From an optimization exercise on the open Yosys and OpenROAD flow, aimed at small area; shortcuts taken in it are not production practice.
In this exercise RTL edits were held to simulation tests only and were not proved equivalent to the original. No driver is modelled on the clock port, so clocking that relies on it looks cheaper here than on a real chip.

## design/flow/design.v

```verilog
module cic_add #(
  parameter W    = 26,
  parameter ARCH = 2
) (
  input  logic [W-1:0] a,
  input  logic [W-1:0] b,
  input  logic         ci,
  output logic [W-1:0] s,
  output logic         co
);
  generate
    if (ARCH == 0) begin : g_plain
      assign {co, s} = {1'b0, a} + {1'b0, b} + {{W{1'b0}}, ci};
    end else if (ARCH == 1) begin : g_ripple
      logic [W:0] c;
      assign c[0] = ci;
      for (genvar i = 0; i < W; i++) begin : g_b
        assign s[i]   = a[i] ^ b[i] ^ c[i];
        assign c[i+1] = (a[i] & b[i]) | (c[i] & (a[i] ^ b[i]));
      end
      assign co = c[W];
    end else if (ARCH == 3) begin : g_cinc
      localparam K  = 9;
      localparam NB = (W + K - 1) / K;
      logic [W-1:0] r;
      logic [W-1:0] s0;
      logic [W-1:0] k;
      logic [NB:0] c;
      assign c[0] = ci;
      for (genvar j = 0; j < NB; j++) begin : g_blk
        localparam BL = j * K;
        localparam BH = (j * K + K > W) ? W - 1 : j * K + K - 1;
        assign r[BL] = 1'b0;
        assign k[BL] = c[j];
        for (genvar i = BL; i <= BH; i++) begin : g_bt
          assign s0[i] = a[i] ^ b[i] ^ r[i];
          if (i < BH) begin : g_k
            assign r[i+1] = (a[i] & b[i]) | (r[i] & (a[i] ^ b[i]));
            assign k[i+1] = s0[i] & k[i];
          end
          assign s[i] = s0[i] ^ k[i];
        end
        assign c[j+1] = (a[BH] & b[BH]) | (r[BH] & (a[BH] ^ b[BH])) | (&s0[BH:BL] & c[j]);
      end
      assign co = c[NB];
    end else begin : g_bk
      localparam L = (W > 64) ? 7 : (W > 32) ? 6 : (W > 16) ? 5 : (W > 8) ? 4 : (W > 4) ? 3 : (W > 2) ? 2 : 1;
      logic [W-1:0] g [2*L];
      logic [W-1:0] p [2*L];
      logic [W-1:0] gf, pf;
      logic [W:0]   c;
      assign g[0] = a & b;
      assign p[0] = a ^ b;
      for (genvar d = 0; d < L; d++) begin : g_up
        for (genvar i = 0; i < W; i++) begin : g_b
          if ((i % (2 << d)) == (2 << d) - 1) begin : g_op
            assign g[d+1][i] = g[d][i] | (p[d][i] & g[d][i - (1 << d)]);
            assign p[d+1][i] = p[d][i] & p[d][i - (1 << d)];
          end else begin : g_pass
            assign g[d+1][i] = g[d][i];
            assign p[d+1][i] = p[d][i];
          end
        end
      end
      for (genvar d = L - 2; d >= 0; d--) begin : g_dn
        for (genvar i = 0; i < W; i++) begin : g_b
          if (i >= (3 << d) - 1 && ((i + 1 - (1 << d)) % (2 << d)) == 0) begin : g_op
            assign g[2*L-1-d][i] = g[2*L-2-d][i] | (p[2*L-2-d][i] & g[2*L-2-d][i - (1 << d)]);
            assign p[2*L-1-d][i] = p[2*L-2-d][i] & p[2*L-2-d][i - (1 << d)];
          end else begin : g_pass
            assign g[2*L-1-d][i] = g[2*L-2-d][i];
            assign p[2*L-1-d][i] = p[2*L-2-d][i];
          end
        end
      end
      assign gf = g[2*L-1];
      assign pf = p[2*L-1];
      assign c[0] = ci;
      for (genvar i = 0; i < W; i++) begin : g_cc
        assign c[i+1] = gf[i] | (pf[i] & ci);
      end
      assign s  = p[0] ^ c[W-1:0];
      assign co = c[W];
    end
  endgenerate
endmodule
module cic_integrator #(
  parameter WIDTH  = 51,
  parameter LO     = 26,
  parameter STAGES = 5,
  parameter ARCH   = 2,
  parameter HARCH  = 1
) (
  input  logic                  clk_i,
  input  logic                  sel3_i,
  input  logic                  sel1_i,
  input  logic                  dump_i,
  input  logic                  data_i,
  input  logic [STAGES-1:0]     lsb_i,   
  output logic [LO-1:0]         lo_o,    
  output logic [WIDTH-LO-1:0]   hi_o     
);
  localparam HI = WIDTH - LO;
  logic [WIDTH-1:0] r_s0 [STAGES];
  logic [WIDTH-1:0] r_s1 [STAGES];
  logic [WIDTH-1:0] r_s2 [STAGES];
  logic [WIDTH-1:0] r_s3 [STAGES];
  logic             r_c  [STAGES];
  logic             r_dump;
  logic             r_data;
  logic [WIDTH-1:0] s_tap [STAGES];
  always_ff @(posedge clk_i) begin
    r_dump <= dump_i;
    r_data <= data_i;
  end
  genvar i;
  generate
    for (i = 0; i < STAGES; i++) begin : g_st
      logic [LO-1:0] s_acc_lo, s_in_lo, s_sum_lo;
      logic [HI-1:0] s_acc_hi, s_in_hi, s_sum_hi;
      logic          s_co, s_co_hi;
      assign s_tap[i] = {({(WIDTH-1){sel3_i}} & r_s3[i][WIDTH-1:1]) | ({(WIDTH-1){sel1_i}} & r_s1[i][WIDTH-1:1]),
                         lsb_i[i]};
      if (i == 0) begin : g_in0
        assign s_in_lo = {{(LO-1){~data_i}}, 1'b1};
        assign s_in_hi = {HI{~r_data}};
      end else begin : g_in
        assign s_in_lo = s_tap[i-1][LO-1:0];
        assign s_in_hi = r_s0[i-1][WIDTH-1:LO];
      end
      if (i == STAGES-1) begin : g_dump
        assign s_acc_lo = s_tap[i][LO-1:0] & {LO{~dump_i}};
        assign s_acc_hi = r_s0[i][WIDTH-1:LO] & {HI{~r_dump}};
      end else begin : g_keep
        assign s_acc_lo = s_tap[i][LO-1:0];
        assign s_acc_hi = r_s0[i][WIDTH-1:LO];
      end
      cic_add #(.W(LO), .ARCH(ARCH)) i_add_lo (
        .a(s_acc_lo), .b(s_in_lo), .ci(1'b0), .s(s_sum_lo), .co(s_co));
      cic_add #(.W(HI), .ARCH(HARCH)) i_add_hi (
        .a(s_acc_hi), .b(s_in_hi), .ci(r_c[i]), .s(s_sum_hi), .co(s_co_hi));
      always_ff @(posedge clk_i) begin
        r_s0[i] <= {s_tap[i][WIDTH-1:LO], s_sum_lo};
        r_c[i]  <= s_co;
        r_s1[i] <= {s_sum_hi, r_s0[i][LO-1:0]};
        r_s2[i] <= r_s1[i];
        r_s3[i] <= r_s2[i];
      end
    end
  endgenerate
  assign lo_o = s_tap[STAGES-1][LO-1:0];
  assign hi_o = r_s0[STAGES-1][WIDTH-1:LO];
endmodule
module cic_comb #(
  parameter WIDTH  = 51,
  parameter LO     = 26,
  parameter STAGES = 5,
  parameter ARCH   = 2
) (
  input  logic                clk_i,
  input  logic                sel3_i,
  input  logic                sel1_i,
  input  logic                en_i,
  input  logic [2:0]          shift_i,
  input  logic [STAGES-2:0]   lsb_i,    
  input  logic [LO-1:0]       lo_i,
  input  logic [WIDTH-LO-1:0] hi_i,
  output logic [15:0]         data_o
);
  localparam HI = WIDTH - LO;
  localparam NP = STAGES - 1;   
  logic [WIDTH-1:0] r_c0 [NP];
  logic [WIDTH-1:0] r_c1 [NP];
  logic [WIDTH-1:0] r_c2 [NP];
  logic [WIDTH-1:0] r_c3 [NP];
  logic [15:0]      r_q0 [STAGES];
  logic [15:0]      r_q1 [STAGES];
  logic [15:0]      r_q2 [STAGES];
  logic [15:0]      r_q3 [STAGES];
  logic             r_b  [NP];
  logic             r_en;
  logic [WIDTH-1:0] s_p [NP];
  logic [15:0]      s_q [STAGES];
  logic [LO-1:0]    s_tlo [NP+1];
  logic [HI-1:0]    s_thi [NP+1];
  logic [15:0]      s_win_lo, s_win_hi, s_hi_mask;
  genvar i;
  generate
    for (i = 0; i < NP; i++) begin : g_tap
      assign s_p[i] = {({(WIDTH-1){sel3_i}} & r_c3[i][WIDTH-1:1]) | ({(WIDTH-1){sel1_i}} & r_c1[i][WIDTH-1:1]),
                       lsb_i[i]};
    end
    for (i = 0; i < STAGES; i++) begin : g_tapq
      assign s_q[i] = ({16{sel3_i}} & r_q3[i]) | ({16{sel1_i}} & r_q1[i]);
    end
  endgenerate
  function automatic logic [15:0] window(input logic [WIDTH-1:0] v, input logic [2:0] s);
    case (s)
      3'd0: window = v[50:35];
      3'd1: window = v[45:30];
      3'd2: window = v[40:25];
      3'd3: window = v[35:20];
      3'd4: window = v[30:15];
      3'd5: window = v[25:10];
      3'd6: window = v[20:5];
      default: window = v[15:0];
    endcase
  endfunction
  generate
    for (i = 0; i < 16; i++) begin : g_mask
      assign s_hi_mask[i] = (35 + i) >= (5 * shift_i + LO);
    end
  endgenerate
  assign s_tlo[0] = lo_i;
  generate
    for (i = 0; i < NP; i++) begin : g_f
      logic s_b;
      cic_add #(.W(LO), .ARCH(ARCH)) i_sub_lo (
        .a(s_tlo[i]), .b(~s_p[i][LO-1:0]), .ci(1'b1), .s(s_tlo[i+1]), .co(s_b));
      always_ff @(posedge clk_i) begin
        r_c0[i] <= {s_p[i][WIDTH-1:LO], en_i ? s_tlo[i] : s_p[i][LO-1:0]};
        r_b[i]  <= s_b;
      end
    end
  endgenerate
  assign s_win_lo = window({{HI{1'b0}}, s_tlo[NP]}, shift_i);
  always_ff @(posedge clk_i) begin
    r_en    <= en_i;
    r_q0[0] <= en_i ? s_win_lo : s_q[0];
  end
  generate
    for (i = 1; i < STAGES; i++) begin : g_fq
      always_ff @(posedge clk_i)
        r_q0[i] <= en_i ? s_q[i-1] : s_q[i];
    end
  endgenerate
  assign s_thi[0] = hi_i;
  generate
    for (i = 0; i < NP; i++) begin : g_g
      logic s_b_hi;
      cic_add #(.W(HI), .ARCH(1)) i_sub_hi (
        .a(s_thi[i]), .b(~r_c0[i][WIDTH-1:LO]), .ci(r_b[i]), .s(s_thi[i+1]), .co(s_b_hi));
      always_ff @(posedge clk_i)
        r_c1[i] <= {r_en ? s_thi[i] : r_c0[i][WIDTH-1:LO], r_c0[i][LO-1:0]};
    end
  endgenerate
  assign s_win_hi = window({s_thi[NP], {LO{1'b0}}}, shift_i);
  always_ff @(posedge clk_i) begin
    r_q1[0] <= (r_en ? (s_hi_mask & s_win_hi) | (~s_hi_mask & r_q0[0]) : r_q0[0]);
  end
  generate
    for (i = 1; i < STAGES; i++) begin : g_gq
      always_ff @(posedge clk_i)
        r_q1[i] <= r_q0[i];
    end
    for (i = 0; i < NP; i++) begin : g_rc
      always_ff @(posedge clk_i) begin
        r_c2[i] <= r_c1[i];
        r_c3[i] <= r_c2[i];
      end
    end
    for (i = 0; i < STAGES; i++) begin : g_rq
      always_ff @(posedge clk_i) begin
        r_q2[i] <= r_q1[i];
        r_q3[i] <= r_q2[i];
      end
    end
  endgenerate
  assign data_o = s_q[STAGES-1];
endmodule
module varcic #(
  parameter STAGES = 5,
  parameter ACC_WIDTH = 51,
  parameter LO = 35,
  parameter ARCH = 3
) (
  input  logic             clk_i,
  input  logic             rstn_i,
  input  logic             cfg_en_i,
  input  logic  [1:0]      cfg_ch_num_i,
  input  logic  [9:0]      cfg_decimation_i,
  input  logic  [2:0]      cfg_shift_i,
  input  logic             data_i,
  input  logic             data_valid_i,
  output logic [15:0]      data_o,
  output logic             data_valid_o
);
logic [9:0] r_sample_nr;
logic [9:0] s_sample_nr;
logic [1:0] r_ch_nr;
logic [1:0] s_ch_nr;
logic       r_en;
logic       s_clr;
logic       s_int_first;    
logic       s_comb_first;   
logic       s_int_first_nxt, s_comb_first_nxt;
logic       r_int_sel3, r_int_sel1;     
logic       r_comb_sel3, r_comb_sel1;   
logic       s_long;         
logic       r_hit;          
logic [2:0] r_shift;
logic [STAGES-1:0] r_int_lsb;    
logic [STAGES-2:0] r_comb_lsb;   
logic [STAGES-1:0] s_comb_t0;    
logic       s_last_ch;
logic       s_out_data_valid;
logic [LO-1:0] s_int_lo;
logic [ACC_WIDTH-LO-1:0] s_int_hi;
always_ff @(posedge clk_i)
  r_shift <= cfg_shift_i;
assign s_long = (cfg_ch_num_i == 2'd3);
assign s_clr     = cfg_en_i & !r_en;
assign s_last_ch = (r_ch_nr == cfg_ch_num_i);
always_ff @(posedge clk_i or negedge rstn_i)
begin
  if(~rstn_i)
    r_en <= 'h0;
  else
    r_en <= cfg_en_i;
end
always_comb
begin
  s_sample_nr = r_sample_nr;
  s_ch_nr     = r_ch_nr;
  if (s_clr)
  begin
    s_sample_nr = 0;
    s_ch_nr     = 0;
  end
  else if (data_valid_i)
  begin
    if (s_last_ch)
    begin
      s_ch_nr = 'h0;
      if (r_hit)
        s_sample_nr = 0;
      else
        s_sample_nr = r_sample_nr + 1;
    end
    else
      s_ch_nr = r_ch_nr + 1;
  end
end
always_ff @(posedge clk_i)
begin
  r_sample_nr  <= s_sample_nr;
  r_ch_nr      <= s_ch_nr;
end
always_ff @(posedge clk_i)
  r_hit <= (s_sample_nr == cfg_decimation_i);
assign s_int_first  = ~(r_int_sel3 | r_int_sel1);
assign s_comb_first = ~(r_comb_sel3 | r_comb_sel1);
always_comb
begin
  s_int_first_nxt  = s_int_first;
  s_comb_first_nxt = s_comb_first;
  if (s_clr)
  begin
    s_int_first_nxt  = 1'b1;
    s_comb_first_nxt = 1'b1;
  end
  else if (data_valid_i & s_last_ch)
  begin
    s_int_first_nxt = 1'b0;
    if (r_hit)
      s_comb_first_nxt = 1'b0;
  end
end
always_ff @(posedge clk_i)
begin
  r_int_sel3  <= ~s_int_first_nxt  &  s_long;
  r_int_sel1  <= ~s_int_first_nxt  & ~s_long;
  r_comb_sel3 <= ~s_comb_first_nxt &  s_long;
  r_comb_sel1 <= ~s_comb_first_nxt & ~s_long;
end
assign s_comb_t0[0] = r_int_lsb[STAGES-1];
generate
  for (genvar j = 0; j < STAGES-1; j++) begin : g_comb_t0
    assign s_comb_t0[j+1] = s_comb_t0[j] ^ r_comb_lsb[j];
  end
endgenerate
always_ff @(posedge clk_i)
begin
  if (s_clr)
  begin
    r_int_lsb  <= '0;
    r_comb_lsb <= '0;
  end
  else if (data_valid_i & s_last_ch)
  begin
    r_int_lsb[0] <= ~r_int_lsb[0];
    for (int j = 1; j < STAGES-1; j++)
      r_int_lsb[j] <= r_int_lsb[j] ^ r_int_lsb[j-1];
    r_int_lsb[STAGES-1] <= (r_int_lsb[STAGES-1] & ~r_hit) ^ r_int_lsb[STAGES-2];
    if (r_hit)
      r_comb_lsb <= s_comb_t0[STAGES-2:0];
  end
end
assign s_out_data_valid = data_valid_i & r_hit;
assign data_valid_o     = s_out_data_valid;
cic_integrator #(.WIDTH(ACC_WIDTH), .LO(LO), .STAGES(STAGES), .ARCH(ARCH)) i_int (
  .clk_i   ( clk_i            ),
  .sel3_i  ( r_int_sel3       ),
  .sel1_i  ( r_int_sel1       ),
  .dump_i  ( s_out_data_valid ),
  .data_i  ( data_i           ),
  .lsb_i   ( r_int_lsb        ),
  .lo_o    ( s_int_lo         ),
  .hi_o    ( s_int_hi         )
);
cic_comb #(.WIDTH(ACC_WIDTH), .LO(LO), .STAGES(STAGES), .ARCH(2)) i_comb (
  .clk_i   ( clk_i            ),
  .sel3_i  ( r_comb_sel3      ),
  .sel1_i  ( r_comb_sel1      ),
  .en_i    ( s_out_data_valid ),
  .shift_i ( r_shift          ),
  .lsb_i   ( r_comb_lsb       ),
  .lo_i    ( s_int_lo         ),
  .hi_i    ( s_int_hi         ),
  .data_o  ( data_o           )
);
endmodule
module pdm_top (
	input  logic          clk_i,
	input  logic          rstn_i,
	output logic          pdm_clk_o,
    input  logic  [1:0]   cfg_pdm_ch_mode_i,
    input  logic  [9:0]   cfg_pdm_decimation_i,
    input  logic  [2:0]   cfg_pdm_shift_i,
    input  logic          cfg_pdm_en_i,
	input  logic          pdm_ch0_i,
	input  logic          pdm_ch1_i,
	output logic   [15:0] pcm_data_o,
	output logic          pcm_data_valid_o,
	input  logic          pcm_data_ready_i
);
	logic [1:0] s_ch_target;
	logic       s_data;
	logic       s_data_valid;
	logic       r_store_ch0;
	logic       r_store_ch1;
	logic       r_store_ch2;
	logic       r_store_ch3;
	logic       r_send_ch0;
	logic       r_send_ch1;
	logic       r_send_ch2;
	logic       r_send_ch3;
	logic       r_data_ch0;
	logic       r_data_ch1;
	logic       r_data_ch2;
	logic       r_data_ch3;
	logic       r_clk;
	logic       r_clk_dly;
	assign pdm_clk_o = r_clk;
	varcic #( 
  		.STAGES(5),
  		.ACC_WIDTH(51)
	) i_varcic (
  		.clk_i            ( clk_i                ),
  		.rstn_i           ( rstn_i               ),
  		.cfg_en_i         ( cfg_pdm_en_i         ),
  		.cfg_ch_num_i     ( s_ch_target          ),
  		.cfg_decimation_i ( cfg_pdm_decimation_i ),
  		.cfg_shift_i      ( cfg_pdm_shift_i      ),
  		.data_i           ( s_data               ),
  		.data_valid_i     ( s_data_valid         ),
  		.data_o           ( pcm_data_o           ),
  		.data_valid_o     ( pcm_data_valid_o     )
	);
	always_comb begin : proc_s_ch_target
		s_ch_target = 0;
		case(cfg_pdm_ch_mode_i)
			2'b00:
				s_ch_target = 0;
			2'b01:
				s_ch_target = 1;
			2'b10:
				s_ch_target = 1;
			2'b11:
				s_ch_target = 3;
		endcase  
	end
	always_ff @(posedge clk_i or negedge rstn_i) begin : proc_r_store
		if(~rstn_i) begin
			r_store_ch0 <= 1;
			r_store_ch1 <= 0;
			r_store_ch2 <= 0;
			r_store_ch3 <= 0;
			r_send_ch0  <= 0;
			r_send_ch1  <= 0;
			r_send_ch2  <= 0;
			r_send_ch3  <= 0;
			r_clk       <= 0;
			r_clk_dly   <= 0;
		end else begin
	  		if(cfg_pdm_en_i)
	  		begin
	        case(cfg_pdm_ch_mode_i)
	        	2'b00:
	        	begin
	        		r_store_ch0 <= ~r_store_ch0;
	        		r_send_ch0  <= ~r_send_ch0;
	        		r_clk <= ~r_clk;
	        	end
	        	2'b01:
	        	begin
	        		r_store_ch0 <= ~r_store_ch0;
	        		r_send_ch0  <= ~r_send_ch0;
	        		r_store_ch1 <= ~r_store_ch1;
	        		r_send_ch1  <=  r_send_ch0;
	        		r_clk <= ~r_clk;
	        	end
	        	2'b10:
	        	begin
	        		r_store_ch0 <= ~r_store_ch0;
	        		r_send_ch0  <= ~r_send_ch0;
	        		r_send_ch1  <=  r_send_ch0;
	        		r_clk <= ~r_clk;
	        	end
	        	2'b11:
	        	begin
	        		r_store_ch0 <=  r_clk_dly & ~r_clk;
	        		r_store_ch2 <= ~r_clk_dly &  r_clk;
	        		r_send_ch0 <= r_store_ch0;
	        		r_send_ch1 <= r_send_ch0;
	        		r_send_ch2 <= r_send_ch1;
	        		r_send_ch3 <= r_send_ch2;
	        		r_clk      <= ~r_clk_dly;
	        		r_clk_dly  <= r_clk;
	        	end
	        endcase  
			end	
			else
			begin
				r_store_ch0 <= 1'b1;
				r_store_ch1 <= 0;
				r_store_ch2 <= 0;
				r_store_ch3 <= 0;
				r_send_ch0  <= 0;
				r_send_ch1  <= 0;
				r_send_ch2  <= 0;
				r_send_ch3  <= 0;
				r_clk       <= 0;
				r_clk_dly   <= 0;
			end
		end
	end
	always_ff @(posedge clk_i) begin : proc_r_data
		if(cfg_pdm_en_i)
		begin
			case(cfg_pdm_ch_mode_i)
				2'b00:
					if(r_store_ch0)
						r_data_ch0 <= pdm_ch0_i;
				2'b01:
				begin
					if(r_store_ch0)
						r_data_ch0 <= pdm_ch0_i;
					if(r_store_ch1)
						r_data_ch1 <= pdm_ch0_i;
				end
				2'b10:
					if(r_store_ch0)
					begin
						r_data_ch0 <= pdm_ch0_i;
						r_data_ch1 <= pdm_ch1_i;
					end
				2'b11:
				begin
					if(r_store_ch0)
					begin
						r_data_ch0 <= pdm_ch0_i;
						r_data_ch1 <= pdm_ch1_i;
					end
					if(r_store_ch2)
					begin
						r_data_ch2 <= pdm_ch0_i;
						r_data_ch3 <= pdm_ch1_i;
					end
				end
			endcase
		end
	end
	always_comb begin : proc_s_data
		if(r_send_ch0)
		begin
				s_data = r_data_ch0;
		end
		else if(r_send_ch1)
		begin
				s_data = r_data_ch1;
		end
		else if(r_send_ch2)
		begin
				s_data = r_data_ch2;
		end
		else
		begin
				s_data = r_data_ch3;
		end
	end
	assign s_data_valid = r_send_ch0 | r_send_ch1 | r_send_ch2 | r_send_ch3;
endmodule
```

## design/flow/run.sh

```bash
#!/bin/bash
# synth_recipe.tcl (not shown) runs the flow's synth.tcl, then flattens the netlist and writes it again
# the make line also repeats each setting of config.mk as NAME=value (left out here)
make -C /OpenROAD-flow-scripts/flow DESIGN_CONFIG=/design/flow/config.mk WORK_HOME=/design/flow/orfs CLKGATE_MAP_FILE= SYNTH_SCRIPT=/design/flow/synth_recipe.tcl finish
```

## design/flow/config.mk

```make
export PLATFORM = sky130hd
export DESIGN_NAME = pdm_top
export DESIGN_NICKNAME = pdm_top
export VERILOG_FILES = /design/flow/design.v
export SDC_FILE = /design/flow/constraint.sdc
export NUM_CORES = 4
export LEC_CHECK = 0
export CAP_MARGIN = 20
export CORE_MARGIN = 2
export CORE_UTILIZATION = 65
export CTS_BUF_LIST = sky130_fd_sc_hd__clkbuf_4
export CTS_CLUSTER_DIAMETER = 60
export CTS_CLUSTER_SIZE = 10
export PLACE_DENSITY = 0.75
export SLEW_MARGIN = 20
```

## design/flow/constraint.sdc

```tcl
create_clock -name core_clock -period 10.0 [get_ports {clk_i}]
set_input_delay 2.0000 -clock core_clock [delete_from_list [all_inputs] [get_ports {clk_i}]]
set_output_delay 2.0000 -clock core_clock [all_outputs]
set_load 0.01 [all_outputs]
```

==> out/qor.yml, run 1 <==
hold_class: "reg2reg"
firstDrtPassIters: 5
yosysSeqAreaShare_pct: 63.7
die_w_microns: 329
finClkSkew_ps: 64.5
initial_core_util_pct: 65.3
ys_types: 83
synth_top_cell_area_share_pct: 63.1
critPathKind: "reg2reg"
routed_wirelength_microns: 113000
clk_pin_slew_worst_paths_ps: 120
dp_hpwl_microns: 75800
antenna_left: 0
num_io_pins: 39
cp_data_required_time_ps: 11080
vias_per_cell: 5.40
yosysTopAreaCell: "dfxtp_1"
clock-sinks: 2174
cp-end-kind: "register"
cts_buffers: 235
fin_crit_ps: 9320
ys.flop_type: "dfxtp_1"
finalSetupViolCount: 0
row_count: 119
crit_buf_inv: 4
synthCells: 5286
ys_seq_elements: 2174
grt-ovfl-total: 0
fin_setup_tns_ps: 0
hold_viol_final: 0
first_iter_violations: 1904
yosys_warnings: 45
cpLargestDelayFamily: "adder cells"
synth_area_per_cell_sq_um: 13.0
cts_tree: "yes"
grt_usage_pct: 21.5
ys_async_sr_fraction_pct: 0.460
status: "timing/DRC/antenna clean"
nets: 5991
fillers: 7459
critical_path.slowest_cell: "fa_1"
clk_path_buf_depth: 3
numPortBuffers: 37
min_period_over_period_pct: 93.2
grt_setup_unrepaired: "no"
wl_per_cell_microns: 16.6
worstPathArrival_ps: 10400
grt_pass1_wl_microns: 190000
htreeDepth: 4
maxSlewViolCount: 0
synthTopCellsByCount: "dfxtp_1 (2160), a22o_1 (318), inv_1 (297)"
drc: 0
insertion_delay_ps: 1190
synthToLayoutAreaGrowth_pct: 5.37
syn_area_sq_um: 68500
synth_area_leaders: "dfxtp_1 (63%), fa_1 (8.5%), ha_1 (5.3%), a22o_1 (4.1%), a22oi_1 (2.4%)"
max_freq_mhz: 107
die-area_sq_um: 108000
yosysMostFrequentCell: "dfxtp_1"
synth_nets: 5887
synth_edf_count: 4
place.gp.congestion: 0.862
drive_gt1_share_pct: 6.54
vias: 36800
critPathMaxStageDelay_ps: 580
worst_pin_slew_ps: 1180
maxCapViolations: 0
finalCoreUtilization_pct: 68.8
die_h_microns: 329
crit_top_cell: "fa_1"
antenna_found_initial: 2
grt_max_degree: 142
coreArea_sq_um: 105000
cts_root_buffer: "clkbuf_4"
relSlewSlack_pct: 21.4
worstPathMaxFanout: 3
grt_pass1_vias: 38000
cp-start-kind: "register"
-- layer usage --
layer | track usage [%] | vias to the layer above | part of all wire, %
li1 | - | 18300 | -
met1 | 30.1 | 17700 | 48
met2 | 34.3 | 556 | 46
met3 | 3.74 | 199 | 3.7
met4 | 6.99 | 0 | 2.3
met5 | 0 | - | 0
-- cell type report --
cell class                      instances  area, sq um  area share (%)
Sequential cell                      2174        43600            60.4
Multi-Input combinational cell       2615        23000            31.9
Clock buffer                          245         1840            2.55
Tap cell                             1391         1740            2.41
Inverter                              298         1120            1.55
Timing Repair Buffer                   66          628           0.870
Clock inverter                         15          173           0.239
Antenna cell                           12         30.0          0.0416
-- kinds of logic after synthesis --
kind of cell	count (synthesis)	synth area share, %
multiplexers	83	1.25
AND/OR/NAND/NOR	659	4.47
adder cells (fa/ha/maj)	580	13.8
flip-flops	2174	63.7
AO/OA/AOI/OAI	1138	12.1
XOR/XNOR	155	1.99
buffers and inverters	497	2.75
-- layout by cell type, fill, tap and decap left out, drive strengths merged, types with 37 or more instances in the layout --
cell	n
mux2i	62
ha	290
nand2	126
xnor2	98
a21o	52
a22o	318
dfxtp	2160
and2	38
a22oi	217
clkbuf	245
nor2b	44
fa	290
o21a	50
nor2	280
nor3	43
inv	301
a21oi	252
o21ai	86
xor2	57
clkdlybuf4s50	37
-- through the flow --
stage          worst slack [ps]  hold WS (ps)  instance area [sq um]  instances
6_report                    682           288                  72200       6816
5_1_grt                    92.9           277                  72200       6814
4_1_cts                     490           285                  72100       6802
3_5_place_dp                546           312                  70100       6542
3_3_place_gp                683           309                  70100       6542
2_1_floorplan              1160           310                  68500       5286
-- registers in the layout, indices dropped and copies added (netlist names), 2 cells and up --
register and cells:
i_varcic.i_comb.r_q2 80, i_varcic.r_int_lsb 5, i_varcic.i_comb.r_q3 80, i_varcic.r_sample_nr 10
i_varcic.i_int.r_s2 250, i_varcic.i_int.r_s0 250, i_varcic.i_comb.r_b 4, i_varcic.i_int.r_s3 250
i_varcic.i_comb.r_c2 200, i_varcic.i_int.r_s1 250, i_varcic.i_comb.r_c3 200, i_varcic.i_comb.r_q0 80
i_varcic.i_comb.r_c1 200, i_varcic.i_comb.r_c0 200, i_varcic.r_shift 3, i_varcic.r_comb_lsb 4
i_varcic.i_int.r_c 5, i_varcic.r_ch_nr 2, i_varcic.i_comb.r_q1 80
-- final timing paths --
| check | from | to | slack, ps | depth (start not counted) |
|---|---|---|---|---|
| worst max-delay path | i_varcic.i_int.r_s0[4][35] | i_varcic.i_comb.r_q1[0][14] | 680 | 25 |
| worst min-delay path | i_varcic.i_comb.r_c2[3][20] | i_varcic.i_comb.r_c3[3][20] | 290 | 0 |
| worst max register to register | i_varcic.i_int.r_s0[4][35] | i_varcic.i_comb.r_q1[0][14] | 680 | 25 |
| worst min register to register | i_varcic.i_comb.r_c2[3][20] | i_varcic.i_comb.r_c3[3][20] | 290 | 0 |
| max in group asynchronous | rstn_i | r_store_ch0 | 8510 | 1 |
| min in group asynchronous | rstn_i | r_send_ch1 | 1150 | 1 |
-- timing repair --
| item | CTS | global route |
|---|---|---|
| endpoints found under the setup margin | 0 | 13 |
| buffers inserted | 0 | 2 |
| resized for setup | 0 | 1 |
| hold buffers | 0 | 0 |
==> inputs of run 2 (changes only) <==
--- a/design/flow/design.v
+++ b/design/flow/design.v
@@ -218,7 +218,7 @@
       cic_add #(.W(LO), .ARCH(ARCH)) i_sub_lo (
         .a(s_tlo[i]), .b(~s_p[i][LO-1:0]), .ci(1'b1), .s(s_tlo[i+1]), .co(s_b));
       always_ff @(posedge clk_i) begin
-        r_c0[i] <= {s_p[i][WIDTH-1:LO], en_i ? s_tlo[i] : s_p[i][LO-1:0]};
+        r_c0[i] <= {~s_p[i][WIDTH-1:LO], en_i ? s_tlo[i] : s_p[i][LO-1:0]};
         r_b[i]  <= s_b;
       end
     end
@@ -239,9 +239,9 @@
     for (i = 0; i < NP; i++) begin : g_g
       logic s_b_hi;
       cic_add #(.W(HI), .ARCH(1)) i_sub_hi (
-        .a(s_thi[i]), .b(~r_c0[i][WIDTH-1:LO]), .ci(r_b[i]), .s(s_thi[i+1]), .co(s_b_hi));
+        .a(s_thi[i]), .b(r_c0[i][WIDTH-1:LO]), .ci(r_b[i]), .s(s_thi[i+1]), .co(s_b_hi));
       always_ff @(posedge clk_i)
-        r_c1[i] <= {r_en ? s_thi[i] : r_c0[i][WIDTH-1:LO], r_c0[i][LO-1:0]};
+        r_c1[i] <= {r_en ? s_thi[i] : ~r_c0[i][WIDTH-1:LO], r_c0[i][LO-1:0]};
     end
   endgenerate
   assign s_win_hi = window({s_thi[NP], {LO{1'b0}}}, shift_i);
==> out/qor.yml, run 2 <==
worstPathMaxFanout: 2
place.gp.congestion: 0.870
grt_pass1_wl_microns: 187000
maxCapViolations: 0
cp_data_required_time_ps: 11050
synthCells: 5282
multiInputGateArea_sq_um: 22900
setup.worst_path.start: "i_varcic.i_comb.r_b[0]"
drive_gt1_share_pct: 6.18
crit_top_cell: "fa_1"
vias_per_cell: 5.41
synth_area_per_cell_sq_um: 13.0
yosysTopAreaCell: "dfxtp_1"
nets: 5995
worstPathArrival_ps: 10350
clk_path_buf_depth: 3
r2r_cells: 25
synth_nets: 5883
clock-sinks: 2174
coreArea_sq_um: 105000
hold_viol_final: 0
critPathKind: "reg2reg"
place_ws_ps: 665
grt-ovfl-total: 0
synthToLayoutAreaGrowth_pct: 5.59
die_w_microns: 328
relSlewSlack_pct: 29.5
wl_per_cell_microns: 16.2
grt_pass1_vias: 38100
synth_area_leaders: "dfxtp_1 (63%), fa_1 (8.5%), ha_1 (5.3%), a22o_1 (3.3%), a22oi_1 (3.1%)"
drc: 0
max_freq_mhz: 108
fin_crit_ps: 9300
cp-start-kind: "register"
r2r_slack_ps: 700
endpoint: "i_varcic.i_comb.r_q1[0][15]"
initial_core_util_pct: 65.3
synth_edf_count: 4
status: "timing/DRC/antenna clean"
synthTopCellsByCount: "dfxtp_1 (2160), inv_1 (314), fa_1 (290), ha_1 (290), nor2_1 (287)"
cts_buffers: 236
vias: 36900
synth_top_cell_area_share_pct: 63.2
yosysMostFrequentCell: "dfxtp_1"
die_h_microns: 328
finClkSkew_ps: 62.8
post-route-cell-area_sq_um: 72200
antenna_found_initial: 2
finalSetupViolCount: 0
whs_ps: 291
min_period_over_period_pct: 93.0
post_cts_buffers: 0
yosys_warnings: 45
cp-end-kind: "register"
critPathMaxStageDelay_ps: 560
die-area_sq_um: 108000
routed_wirelength_microns: 110000
maxSlewViolCount: 0
row_count: 119
cts_hold_buf: 0
dpl_cell_area_sq_um: 70100
num_io_pins: 39
finalWorstSetupSlack_ps: 699
hold_class: "reg2reg"
ctsResizeCount: 0
numPortBuffers: 37
antenna_left: 0
ys.flop_type: "dfxtp_1"
critical_path.slowest_cell: "fa_1"
syn_area_sq_um: 68400
firstDrtPassIters: 5
cts_root_buffer: "clkbuf_4"
first_iter_violations: 1616
htreeDepth: 4
final_cell_mix: "dfxtp_1 (2155), inv_1 (313), fa_1 (290), ha_1 (290), nor2_1 (287)"
r2r-start: "i_varcic.i_comb.r_b[0]"
yosysSeqAreaShare_pct: 63.7
fin_setup_tns_ps: 0
worst_r2r_endpoint: "i_varcic.i_comb.r_q1[0][15]"
insertion_delay_ps: 1180
ys_seq_elements: 2174
cts_tree: "yes"
grt_max_degree: 172
grt_usage_pct: 21.1
clk_pin_slew_worst_paths_ps: 100
final_common_cell: "dfxtp_1"
dp_hpwl_microns: 74900
ys_async_sr_fraction_pct: 0.460
seq_area_sq_um: 43600
fillers: 7432
worst_pin_slew_ps: 1060
ys_types: 80
==> run 2: cell types whose count changed after synthesis, sizes merged, moves of 8 or more <==
cell,before,now
a22o,318,257
inv,298,314
o21ai,86,72
mux2,21,2
nor2b,44,20
nand2b,18,10
and3,12,23
a21oi,252,240
a22oi,217,283
mux2i,62,93
nand3,25,16
a221oi,32,24
==> run 2: final cells by class <==
cell class / instances / area share (%)
timing repair buffer: 71 / 0.888
clock buffer: 243 / 2.53
sequential: 2174 / 60.4
inverter: 314 / 1.63
tap: 1391 / 2.41
multi-input combinational: 2597 / 31.7
antenna: 7 / 0.0242
clock inverter: 19 / 0.423
==> run 2: cells by family (layout without fill, tap and decap cells) <==
kind of cell               after synthesis  count (layout)  synth area share (%)
DFF                                   2174            2174                  63.7
and+or+nand+nor                        641             641                  4.30
AOI/OAI and AO/OA                     1124            1124                  12.0
xor gates and xnor gates               157             157                  2.01
adders and majority gates              580             580                  13.8
other                                    0               7                     0
buffers and inverters                  511             647                  2.81
muxes                                   95              95                  1.39
==> run 2: worst min path at each step <==
stage	slack [ps]	cells after the start	endpoint	from
6_report	290	0	i_varcic.i_comb.r_q1[4][14]	i_varcic.i_comb.r_q0[4][14]
5_1_grt	290	0	i_varcic.i_comb.r_q1[3][6]	i_varcic.i_comb.r_q0[3][6]
4_1_cts	290	0	i_varcic.i_comb.r_c3[2][10]	i_varcic.i_comb.r_c2[2][10]
3_5_place_dp	310	0	i_varcic.i_comb.r_c1[1][12]	i_varcic.i_comb.r_c0[1][12]
3_3_place_gp	310	0	i_varcic.i_int.r_s1[1][22]	i_varcic.i_int.r_s0[1][22]
2_1_floorplan	310	0	i_varcic.i_comb.r_c1[0][10]	i_varcic.i_comb.r_c0[0][10]
==> run 2: worst max-delay path, delay by kind of cell (launching register included) <==
| kind | cells | cell delay [ps] |
|---|---|---|
| flops | 1 | 330 |
| compound gates | 1 | 190 |
| xor+xnor | 2 | 330 |
| fa+ha+maj | 18 | 8030 |
| buf+inv | 3 | 250 |
| simple gates | 1 | 70 |
==> run 2: layer usage <==
layer / track usage, % / vias up / part of all wire [%]
met2: 35.3 / 459 / 48
met1: 28.1 / 17900 / 47
met3: 3.47 / 207 / 3.2
li1: - / 18300 / -
met5: 0 / - / 0
met4: 6.87 / 0 / 2.2
==> run 2: per-stage QoR <==
step	std cells	utilization [%]
after detailed placement	6547	66.9
after global routing	6813	68.9
after CTS	6809	68.9
after floorplan	5282	-
after global placement	6547	66.9
final	6816	68.9
==> inputs of run 3 (changes only) <==
--- a/design/flow/config.mk
+++ b/design/flow/config.mk
@@ -9,7 +9,7 @@
 export CORE_MARGIN = 2
 export CORE_UTILIZATION = 65
 export CTS_BUF_LIST = sky130_fd_sc_hd__clkbuf_4
-export CTS_CLUSTER_DIAMETER = 60
+export CTS_CLUSTER_DIAMETER = 90
 export CTS_CLUSTER_SIZE = 10
 export PLACE_DENSITY = 0.75
 export SLEW_MARGIN = 20
==> out/qor.yml, run 3 <==
ys_types: 80
syn_area_sq_um: 68400
htreeDepth: 4
yosysTopAreaCell: "dfxtp_1"
hold_class: "reg2reg"
endpoint: "i_varcic.i_comb.r_q0[0][4]"
nets: 5994
critical_path.slowest_cell: "dfxtp_4"
cts_tree: "yes"
post-route-cell-area_sq_um: 72100
cts_root_buffer: "clkbuf_4"
grt_pass1_vias: 38200
antenna_found_initial: 1
hold_viol_final: 0
cp_data_required_time_ps: 11020
yosysMostFrequentCell: "dfxtp_1"
clk_pin_slew_worst_paths_ps: 100
max_freq_mhz: 108
wl_per_cell_microns: 16.2
r2r-start: "i_varcic.r_int_sel1"
insertion_delay_ps: 1170
ys_seq_elements: 2174
status: "timing/DRC/antenna clean"
row_count: 119
grt_setup_unrepaired: "no"
worst_pin_slew_ps: 1050
min_period_over_period_pct: 93.0
num_io_pins: 39
worst_r2r_endpoint: "i_varcic.i_comb.r_q0[0][4]"
grt_max_degree: 172
synth_area_per_cell_sq_um: 13.0
synth_nets: 5883
initial_core_util_pct: 65.3
firstDrtPassIters: 6
dpl_cell_area_sq_um: 70100
yosys_warnings: 45
die-area_sq_um: 108000
vias_per_cell: 5.40
synth_edf_count: 4
dp_hpwl_microns: 74900
maxCapViolations: 0
fin_crit_ps: 9300
seq_area_sq_um: 43600
vias: 36800
finalSetupViolCount: 0
whs_ps: 278
setup.worst_path.start: "i_varcic.r_int_sel1"
drive_gt1_share_pct: 6.10
place.gp.congestion: 0.870
multiInputGateArea_sq_um: 22900
cts_buffers: 235
synthTopCellsByCount: "dfxtp_1 (2160), inv_1 (314), fa_1 (290), ha_1 (290), nor2_1 (287)"
synth_top_cell_area_share_pct: 63.2
drc: 0
grt-ovfl-total: 0
r2r_slack_ps: 700
relSlewSlack_pct: 29.7
grt_pass1_wl_microns: 187000
maxSlewViolCount: 0
routed_wirelength_microns: 110000
yosysSeqAreaShare_pct: 63.7
final_cell_mix: "dfxtp_1 (2155), inv_1 (313), fa_1 (290), ha_1 (290), nor2_1 (287)"
clock-sinks: 2174
fin_setup_tns_ps: 0
cp-end-kind: "register"
ys_async_sr_fraction_pct: 0.460
clk_path_buf_depth: 3
numPortBuffers: 37
fillers: 7450
synth_area_leaders: "dfxtp_1 (63%), fa_1 (8.5%), ha_1 (5.3%), a22o_1 (3.3%), a22oi_1 (3.1%)"
finClkSkew_ps: 72.9
critPathKind: "reg2reg"
die_w_microns: 328
first_iter_violations: 1632
worstPathArrival_ps: 10310
critPathMaxStageDelay_ps: 570
antenna_left: 0
r2r_cells: 34
final_common_cell: "dfxtp_1"
worstPathMaxFanout: 57
ys.flop_type: "dfxtp_1"
cp-start-kind: "register"
die_h_microns: 328
synthToLayoutAreaGrowth_pct: 5.38
grt_usage_pct: 21.1
coreArea_sq_um: 105000
synthCells: 5282
==> run 3: cell families (layout without fill, tap and decap cells) <==
group	after synthesis	count (layout)	share of synthesized area, %
mux	95	95	1.39
simple gates	641	641	4.30
flops	2174	2174	63.7
fa+ha+maj	580	580	13.8
compound gates	1124	1124	12.0
buf+inv	511	641	2.81
xor+xnor	157	157	2.01
other cells	0	1	0
==> run 3: per-layer routing <==
layer	up-vias	share of wire [%]	track usage [%]
li1	18300	-	-
met1	17800	47	28.0
met2	501	48	35.1
met3	200	3.2	3.59
met4	0	2.5	7.24
met5	-	0	0
==> run 3: worst min path at each step <==
stage	start	end	slack [ps]	cells after the start
finish	i_varcic.i_int.r_s0[0][5]	i_varcic.i_int.r_s1[0][5]	280	0
global route	i_varcic.i_comb.r_c0[0][1]	i_varcic.i_comb.r_c1[0][1]	300	0
CTS	i_varcic.i_int.r_s0[0][5]	i_varcic.i_int.r_s1[0][5]	290	0
detailed placement	i_varcic.i_comb.r_c0[1][12]	i_varcic.i_comb.r_c1[1][12]	310	0
global placement	i_varcic.i_int.r_s0[1][22]	i_varcic.i_int.r_s1[1][22]	310	0
floorplan	i_varcic.i_comb.r_c0[0][10]	i_varcic.i_comb.r_c1[0][10]	310	0
==> run 3: area by class of cell <==
type                    count  share of cell area [%]
flip-flops and latches   2174                    60.5
repair buffers             71                   0.890
multi-input cells        2597                    31.8
diodes                      1                 0.00347
clock inverters            16                   0.283
well taps                1391                    2.41
inverters                 314                    1.64
clock buffers             240                    2.50
==> run 3: worst max-delay path: cells and delay by family (launching register included) <==
family                   cells  cell delay (ps)
XOR/XNOR                     4              780
AO/OA/AOI/OAI               21             5230
AND/OR/NAND/NOR              4              690
adder cells (fa/ha/maj)      4             1320
flip-flops                   1              570
buffers and inverters        1              560
==> run 3: repair_timing <==
action / 4_1_cts / 5_1_grt
hold buffers: 0 / 0
endpoints found under the setup margin: 0 / 7
setup buffers: 0 / 0
resized for setup: 0 / 3
hold endpoints to repair: 0 / 0
==> run 3: through the flow <==
step / util (%) / std cells / setup WS [ps]
2_1_floorplan: - / 5282 / 1160
3_3_place_gp: 66.9 / 6547 / 724
3_5_place_dp: 66.9 / 6547 / 665
4_1_cts: 68.8 / 6803 / 599
5_1_grt: 68.8 / 6804 / 37.4
6_report: 68.8 / 6804 / 704
==> inputs of run 4 (changes only) <==
--- a/design/flow/config.mk
+++ b/design/flow/config.mk
@@ -8,8 +8,8 @@
 export CAP_MARGIN = 20
 export CORE_MARGIN = 2
 export CORE_UTILIZATION = 65
-export CTS_BUF_LIST = sky130_fd_sc_hd__clkbuf_4
-export CTS_CLUSTER_DIAMETER = 90
-export CTS_CLUSTER_SIZE = 10
+export CTS_BUF_LIST = sky130_fd_sc_hd__clkbuf_16
+export CTS_CLUSTER_DIAMETER = 100
+export CTS_CLUSTER_SIZE = 33
 export PLACE_DENSITY = 0.75
 export SLEW_MARGIN = 20
==> out/qor.yml, run 4 <==
status: "timing/DRC/antenna clean"
worstPathArrival_ps: 9900
nets: 5835
antenna_found_initial: 0
r2r-start: "i_varcic.r_int_sel3"
routed_wirelength_microns: 109000
ys_async_sr_fraction_pct: 0.460
hold_start: "i_varcic.i_int.r_s0[0][9]"
die_w_microns: 328
cts_hold_buf: 0
hold_viol_final: 0
cp-start-kind: "register"
ctsResizeCount: 0
cts_root_buffer: "clkbuf_16"
critical_path.slowest_cell: "a221oi_2"
finClkSkew_ps: 33.3
ys_types: 80
cts_tree: "yes"
grt_pass1_wl_microns: 183000
crit_buf_inv: 0
drive_gt1_share_pct: 3.05
finalWorstSetupSlack_ps: 685
grt_usage_pct: 20.5
hold_depth: 0
cts_buffers: 76
yosys_warnings: 45
grt_pass1_vias: 36600
synth_area_per_cell_sq_um: 13.0
hold_class: "reg2reg"
r2r_slack_ps: 690
vias: 35900
holdPathEnd: "i_varcic.i_int.r_s1[0][9]"
coreArea_sq_um: 105000
final_common_cell: "dfxtp_1"
ys.flop_type: "dfxtp_1"
initial_core_util_pct: 65.3
vias_per_cell: 5.40
grt-ovfl-total: 0
ys_seq_elements: 2174
critPathMaxStageDelay_ps: 560
synthToLayoutAreaGrowth_pct: 5.49
htreeDepth: 3
place_ws_ps: 665
clk_path_buf_depth: 3
antenna_left: 0
insertedDiodeCount: 0
syn_area_sq_um: 68400
critPathKind: "reg2reg"
place.gp.congestion: 0.870
die-area_sq_um: 108000
cp_data_required_time_ps: 10590
synthTopCellsByCount: "dfxtp_1 (2160), inv_1 (314), fa_1 (290), ha_1 (290), nor2_1 (287)"
num_io_pins: 39
synth_top_cell_area_share_pct: 63.2
fin_crit_ps: 9310
worst_pin_slew_ps: 1050
synthCells: 5282
insertion_delay_ps: 700
yosysTopAreaCell: "dfxtp_1"
wl_per_cell_microns: 16.4
drc: 0
min_period_over_period_pct: 93.1
maxSlewViolCount: 0
row_count: 119
clk_pin_slew_worst_paths_ps: 120
fin_setup_tns_ps: 0
worstPathMaxFanout: 32
post_cts_buffers: 0
relSlewSlack_pct: 29.5
synth_edf_count: 4
worst_r2r_endpoint: "i_varcic.i_comb.r_q0[0][4]"
grt_max_degree: 172
r2r_cells: 38
synth_area_leaders: "dfxtp_1 (63%), fa_1 (8.5%), ha_1 (5.3%), a22o_1 (3.3%), a22oi_1 (3.1%)"
maxCapViolations: 0
numPortBuffers: 37
firstDrtPassIters: 5
finalSetupViolCount: 0
clock-sinks: 2174
max_freq_mhz: 107
synth_nets: 5883
cp-end-kind: "register"
final_cell_mix: "dfxtp_1 (2155), inv_1 (317), fa_1 (290), ha_1 (290), nor2_1 (287)"
first_iter_violations: 1727
die_h_microns: 328
yosysMostFrequentCell: "dfxtp_1"
dp_hpwl_microns: 74900
yosysSeqAreaShare_pct: 63.7
cpLargestDelayFamily: "compound AO/OA/AOI/OAI gates"
[run 4: cell types whose count changed in the layout (fill, tap and decap cells not counted), sizes merged]
cell | before | now
diode | 1 | 0
inv | 317 | 321
clkbuf | 240 | 79
bufinv | 4 | 0
clkinvlp | 5 | 0
[run 4: layer usage]
| layer | GRT usage (%) | wire length, microns | part of all wire (%) |
|---|---|---|---|
| met1 | 28.0 | 51700 | 48 |
| met5 | 0 | 0 | 0 |
| met2 | 35.0 | 52000 | 48 |
| met4 | 5.12 | 2540 | 2.3 |
| met3 | 2.46 | 2530 | 2.3 |
[run 4: logic make-up (layout without fill, tap and decap cells)]
logic type / count (synthesis) / count (layout) / share of synthesized area, %
buffers and inverters: 511 / 475 / 2.81
adder cells (fa/ha/maj): 580 / 580 / 13.8
flip-flops: 2174 / 2174 / 63.7
AND/OR/NAND/NOR: 641 / 641 / 4.30
AO/OA/AOI/OAI: 1124 / 1124 / 12.0
multiplexers: 95 / 95 / 1.39
XOR/XNOR: 157 / 157 / 2.01
[run 4: worst max path at each step]
stage / startpoint / end / cells after the start
after global routing: i_varcic.r_int_sel3 / i_varcic.i_comb.r_q0[0][4] / 38
after detailed placement: i_varcic.i_comb.r_b[0] / i_varcic.i_comb.r_q1[0][15] / 25
after CTS: i_varcic.i_comb.r_b[0] / i_varcic.i_comb.r_q1[0][15] / 25
after floorplan: i_varcic.i_comb.r_b[0] / i_varcic.i_comb.r_q1[0][15] / 25
final: i_varcic.r_int_sel3 / i_varcic.i_comb.r_q0[0][4] / 38
after global placement: i_varcic.i_comb.r_b[0] / i_varcic.i_comb.r_q1[0][15] / 25
[run 4: worst reg2reg max path: cells and delay by family (launching register included)]
family,cells,cell delay (ps)
compound gates,20,4970
xor+xnor,4,890
fa+ha+maj,4,1410
flops,1,490
simple gates,10,1430
[run 4: area by class of cell]
cell class / instances / area [sq um]
multi-input combinational: 2597 / 22900
fill: 7357 / 32600
clock inverter: 11 / 106
timing repair buffer: 71 / 642
clock buffer: 79 / 1980
inverter: 314 / 1180
tap: 1391 / 1740
sequential: 2174 / 43600
[run 4: through the flow]
step                      hold slack, ps  cell area [sq um]  std cells  util [%]
after global placement               310              70100       6547      66.9
final                                313              72200       6637      68.9
after global routing                 323              72200       6637      68.9
after floorplan                      310              68400       5282         -
after detailed placement             312              70100       6547      66.9
after CTS                            315              72200       6637      68.9
==> inputs of run 5 (changes only) <==
--- a/design/flow/config.mk
+++ b/design/flow/config.mk
@@ -10,6 +10,6 @@
 export CORE_UTILIZATION = 65
 export CTS_BUF_LIST = sky130_fd_sc_hd__clkbuf_16
 export CTS_CLUSTER_DIAMETER = 100
-export CTS_CLUSTER_SIZE = 33
+export CTS_CLUSTER_SIZE = 36
 export PLACE_DENSITY = 0.75
 export SLEW_MARGIN = 20
==> out/qor.yml, run 5 <==
relSlewSlack_pct: 29.4
routed_wirelength_microns: 109000
r2r_cells: 34
cpLargestDelayFamily: "compound AO/OA/AOI/OAI gates"
maxSlewViolCount: 0
synth_top_cell_area_share_pct: 63.2
critPathKind: "reg2reg"
synthCells: 5282
fin_crit_ps: 9270
initial_core_util_pct: 65.3
grt-ovfl-total: 0
cts_tree: "yes"
ys_async_sr_fraction_pct: 0.460
ys.flop_type: "dfxtp_1"
firstDrtPassIters: 5
grt_usage_pct: 20.5
status: "timing/DRC/antenna clean"
synthToLayoutAreaGrowth_pct: 5.27
critical_path.slowest_cell: "dfxtp_4"
seq_area_sq_um: 43600
grt_setup_unrepaired: "no"
die_h_microns: 328
num_io_pins: 39
antenna_left: 0
critical_path_cell_count: 34
insertedDiodeCount: 0
die-area_sq_um: 108000
clk_path_buf_depth: 3
grt_pass1_vias: 36500
antenna_found_initial: 0
yosys_warnings: 45
numPortBuffers: 37
synth_area_per_cell_sq_um: 13.0
worstPathArrival_ps: 9860
htreeDepth: 3
wl_met1_microns: 51800
yosysMostFrequentCell: "dfxtp_1"
drc: 0
fin_setup_tns_ps: 0
nets: 5829
syn_area_sq_um: 68400
ys_types: 80
dp_hpwl_microns: 74900
grt_max_degree: 172
finalNonFillerCells: 6632
maxCapViolations: 0
cp-start-kind: "register"
fillers: 7403
finalSetupViolCount: 0
multiInputGateArea_sq_um: 22900
yosysTopAreaCell: "dfxtp_1"
hold_depth: 0
wl_met2_microns: 52000
vias: 35800
hold_viol_final: 0
yosysSeqAreaShare_pct: 63.7
worst_pin_slew_ps: 1060
cts_buffers: 70
ys_seq_elements: 2174
first_iter_violations: 1771
worstPathMaxFanout: 57
cp_data_required_time_ps: 10590
insertion_delay_ps: 690
finClkSkew_ps: 23.3
clk_pin_slew_worst_paths_ps: 120
wl_met3_microns: 2560
synth_nets: 5883
r2r_slack_ps: 730
cp-end-kind: "register"
post-route-cell-area_sq_um: 72000
place.gp.congestion: 0.870
top_layer_used: "met4"
clock-sinks: 2174
synth_edf_count: 4
row_count: 119
vias_per_cell: 5.40
crit_buf_inv: 2
wl_per_cell_microns: 16.4
dp_cells: 6547
synthTopCellsByCount: "dfxtp_1 (2160), inv_1 (314), fa_1 (290), ha_1 (290), nor2_1 (287)"
grt_pass1_wl_microns: 182000
hold_class: "reg2reg"
dpl_cell_area_sq_um: 70100
coreArea_sq_um: 105000
drive_gt1_share_pct: 2.94
final_cell_mix: "dfxtp_1 (2155), inv_1 (317), fa_1 (290), ha_1 (290), nor2_1 (287)"
crit_top_cell: "ha_1"
max_freq_mhz: 108
critPathMaxStageDelay_ps: 580
synth_area_leaders: "dfxtp_1 (63%), fa_1 (8.5%), ha_1 (5.3%), a22o_1 (3.3%), a22oi_1 (3.1%)"
final_common_cell: "dfxtp_1"
min_period_over_period_pct: 92.7
cts_root_buffer: "clkbuf_16"
die_w_microns: 328
[run 5: cell counts after synthesis]
Identical to the previous run, type by type.
[run 5: area by class of cell]
type | instances | share of cell area [%]
Sequential cell | 2174 | 60.6
Timing Repair Buffer | 71 | 0.891
Tap cell | 1391 | 2.42
Inverter | 314 | 1.64
Clock buffer | 74 | 2.57
Multi-Input combinational cell | 2597 | 31.8
Clock inverter | 11 | 0.108
[run 5: worst paths after layout]
check	end	start
setup / recovery	i_varcic.i_comb.r_q0[0][4]	i_varcic.r_int_sel1
hold / removal	i_varcic.i_comb.r_c3[2][45]	i_varcic.i_comb.r_c2[2][45]
setup reg to reg	i_varcic.i_comb.r_q0[0][4]	i_varcic.r_int_sel1
hold reg to reg	i_varcic.i_comb.r_c3[2][45]	i_varcic.i_comb.r_c2[2][45]
max in group asynchronous	r_store_ch0	rstn_i
min in group asynchronous	r_store_ch1	rstn_i
[run 5: cells by family after synthesis]
| group | count (synthesis) | synth area share [%] |
|---|---|---|
| mux | 95 | 1.39 |
| simple gates | 641 | 4.30 |
| compound gates | 1124 | 12.0 |
| xor+xnor | 157 | 2.01 |
| flops | 2174 | 63.7 |
| fa+ha+maj | 580 | 13.8 |
| buf+inv | 511 | 2.81 |
[run 5: repair_timing]
action / CTS / global route
buffers inserted: 0 / 0
resized for setup: 0 / 3
setup endpoints to repair: 0 / 6
hold buffers: 0 / 0
[run 5: metrics by stage]
stage	setup WS, ps	utilization [%]	hold WS, ps
after floorplan	1160	-	310
after global placement	724	66.9	310
after detailed placement	665	66.9	312
after CTS	616	68.7	324
after global routing	58.8	68.7	330
final	730	68.7	328
[run 5: routing by layer]
layer	vias to the layer above	track usage, %
li1	17900	-
met1	17500	28.0
met3	143	2.39
met5	-	0
met2	343	35.0
met4	0	5.19

==> separate check: timing with driven ports <==
The flow's constraints put no driver on any port. The routed layouts listed below were extracted and timed again, unchanged, in two steps.
Step 1, drivers: a clkbuf_16 drives clk_i and a buf_2 each remaining input, both assumed.
Step 2 also shifts input and output timing later by t, the mid clock arrival at the registers, as if the neighbouring blocks saw the same clock.
a / b / c = no drivers / after step 1 / after step 2; a / b = the first two.
run | shift t [ns] | setup WS [ns] | worst hold slack (ns)
run 1 | 1.221 | 0.682 / 0.682 / 0.682 | 0.288 / 0.288 / 0.288
run 2 | 1.206 | 0.699 / 0.699 / 0.699 | 0.291 / 0.291 / 0.291
run 3 | 1.186 | 0.704 / 0.704 / 0.704 | 0.278 / 0.278 / 0.278
run 4 | 0.745 | 0.685 / 0.685 / 0.685 | 0.313 / 0.313 / 0.313
run 5 | 0.740 | 0.730 / 0.730 / 0.730 | 0.328 / 0.328 / 0.328
After both steps setup and hold are still met in every run listed.
